Background: an optimization exercise with open tools, aiming at small area and a short achievable clock period. Do not read the settings as production practice.

the previous run:
Design top_module, start of the top module:
module top_module(
    input [11:0] angleIn,
    input [11:0] setPoint,
    input [7:0] kp,
    input [7:0] ki,
    input [7:0] kd,
    input clk,
    input rst,
    output signed [8:0] dutyCycleOut
    );
Size in the first run: roughly 13,000 sq um of cells after synthesis.
export LEC_CHECK = 0
export CAP_MARGIN = 20
export CORE_MARGIN = 2
export CORE_UTILIZATION = 40
export SLEW_MARGIN = 20
export SYNTH_HIERARCHICAL = 1
create_clock -name core_clock -period 16.0 [get_ports {clk}]
standard.sh (not shown) runs the stock make flow with config.mk's settings and CLKGATE_MAP_FILE= SYNTH_SCRIPT=/design/flow/synth_recipe.tcl, a recipe that flattens the netlist after the stock synthesis.
==> flow/flow/run.sh <==
#!/bin/bash
# Standard layout, with timing repair aimed past the clock period (the SDC is
# unchanged) and ordinary buffers on the ports instead of delay cells.
set -euo pipefail
MARGIN=$(cat flow/margin.txt)
bash standard.sh SETUP_SLACK_MARGIN=$MARGIN \
  BUFFER_PORTS_ARGS="-buffer_cell sky130_fd_sc_hd__buf_2" finish > standard_make.log 2>&1
==> flow/flow/margin.txt <==
11.5
Input-level comparison between the current run and the previous run:
--- a/flow/design.v
+++ b/flow/design.v
@@ -959,41 +959,37 @@
     pid_fa u_fa284 (.a(w531), .b(w568), .ci(w569), .s(w605), .co(w606));
     pid_fa u_fa285 (.a(w535), .b(w570), .ci(w571), .s(w607), .co(w608));
     pid_fa u_fa286 (.a(w536), .b(w573), .ci(w572), .s(w609), .co(w610));
     pid_fa u_fa287 (.a(w540), .b(w574), .ci(w575), .s(w611), .co(w612));
     pid_fa u_fa288 (.a(w544), .b(w577), .ci(w576), .s(w613), .co(w614));
     pid_fa u_fa289 (.a(w546), .b(w579), .ci(w578), .s(w615), .co(w616));
     pid_fa u_fa290 (.a(in_r[19]), .b((e_r[12] & ki_r[7])), .ci(w580), .s(w617), .co(w618));
     wire [22:0] sca = {1'b0, w392, w433, w431, w428, w426, w424, w422, w420, w418, w416, w414, w412, w410, w408, w406, w404, w402, w400, w398, w396, w394, w351};
     wire [22:0] scb = {1'b1, w434, w432, w430, w429, w427, w425, w423, w421, w419, w417, w415, w413, w411, w409, w407, w405, w403, w401, w399, w397, w395, w393};
-    wire [8:0] s_lo = ~(sca[8:0] + scb[8:0] + 9'd1);
-    wire [22:0] t_hi = sca + scb + 23'd257;
-    wire [22:0] t_lo = sca + scb - 23'd254;
-    wire s_pos = t_hi[22];       
-    wire s_neg = ~t_lo[22];      
+    wire signed [22:0] s = ~sca + ~scb;
     wire [20:0] ica = {~in_r[20], w617, w615, w612, w611, w609, w606, w604, w602, w600, w598, w596, w594, w592, w590, w588, w586, w584, w582, ~(e_r[0] & ki_r[1]), in_r[0]};
     wire [20:0] icb = {w618, w616, w614, w613, w610, w608, w607, w605, w603, w601, w599, w597, w595, w593, w591, w589, w587, w585, w583, w581, ~(e_r[0] & ki_r[0])};
-    wire [20:0] isum_n = ica + icb + 21'd1;    
+    wire signed [20:0] isum = ~ica + ~icb;
     always @(posedge clk) begin
         rst_r <= rst;
         e_r <= rst ? 13'sd0 : e;
         pen_r <= ~e_r;
         kpd_r <= kp + kd;
         kd_r <= kd;
         ki_r <= ki;
         if (rst_r) in_r <= ~21'd0;
         else if (integ > 255) in_r <= ~21'd255;
         else if (integ < -255) in_r <= ~(-21'sd255);
-        else in_r <= isum_n;
+        else in_r <= ~isum;
         if (rst | rst_r) y_r <= 9'sd0;
-        else if (s_pos) y_r <= 9'sd255;
-        else if (s_neg) y_r <= -9'sd255;
-        else y_r <= s_lo;
+        else if (s > 255) y_r <= 9'sd255;
+        else if (s < -255) y_r <= -9'sd255;
+        else y_r <= s[8:0];
     end
     assign dutyCycleOut = y_r;
 endmodule
 module pid_fa(input a, input b, input ci, output s, output co);
     assign s = a ^ b ^ ci;
     assign co = (a & b) | (ci & (a ^ b));
 endmodule
 module pid_ha(input a, input b, output s, output co);
     assign s = a ^ b;
### Flow results
Clock-buffer cell count came out exactly the same in the previous run and the current run.
Higher area of the core region goes to the current run over the previous run.
Routed via count went up slightly going from the previous run to the current run.
Number of global-route vias before repair: the current run vs the previous run down about 2%
Largest stage delay on the critical path: the current run vs the previous run, no meaningful difference
[compare] base=the previous run new=the current run: final weighted congestion of routability-driven global placement moved down; length of the first detailed-routing pass in iterations moved up; final setup slack of the worst path moved down.
Of the previous run and the current run, the run reporting the higher synthesized net count was the current run.
End point of the critical path: y_r[0]$_SDFF_PP0_ -> the current run, y_r[8]$_SDFF_PP0_ -> the previous run
No run of this note included a check of the RTL's function; only the layout flow was run.

-- re-timing with driven ports --
The results above use ideal ports. As a check the final layouts listed here were re-extracted and re-timed, cells and wires unchanged.
Step 1 assumes that a clkbuf_16 drives the clock port and a buf_2 every other input.
Step 2 adds t to the input delays and takes it off the output delays; t is the mean of the earliest and latest rising clock arrival at the registers after step 1. Input paths then give back, and output paths get back, about the clock's delay inside the block.
Three values: ideal, step 1, step 2; two values: the first two.
run | t (ns) | setup WS [ns] | worst data-port slew with drivers (ns)
the previous run | 0.415 | 10.020 / 10.020 / 10.020 | 0.07
the current run | 0.414 | 9.656 / 9.656 / 9.656 | 0.06
After both steps setup and hold are still met in every run listed.
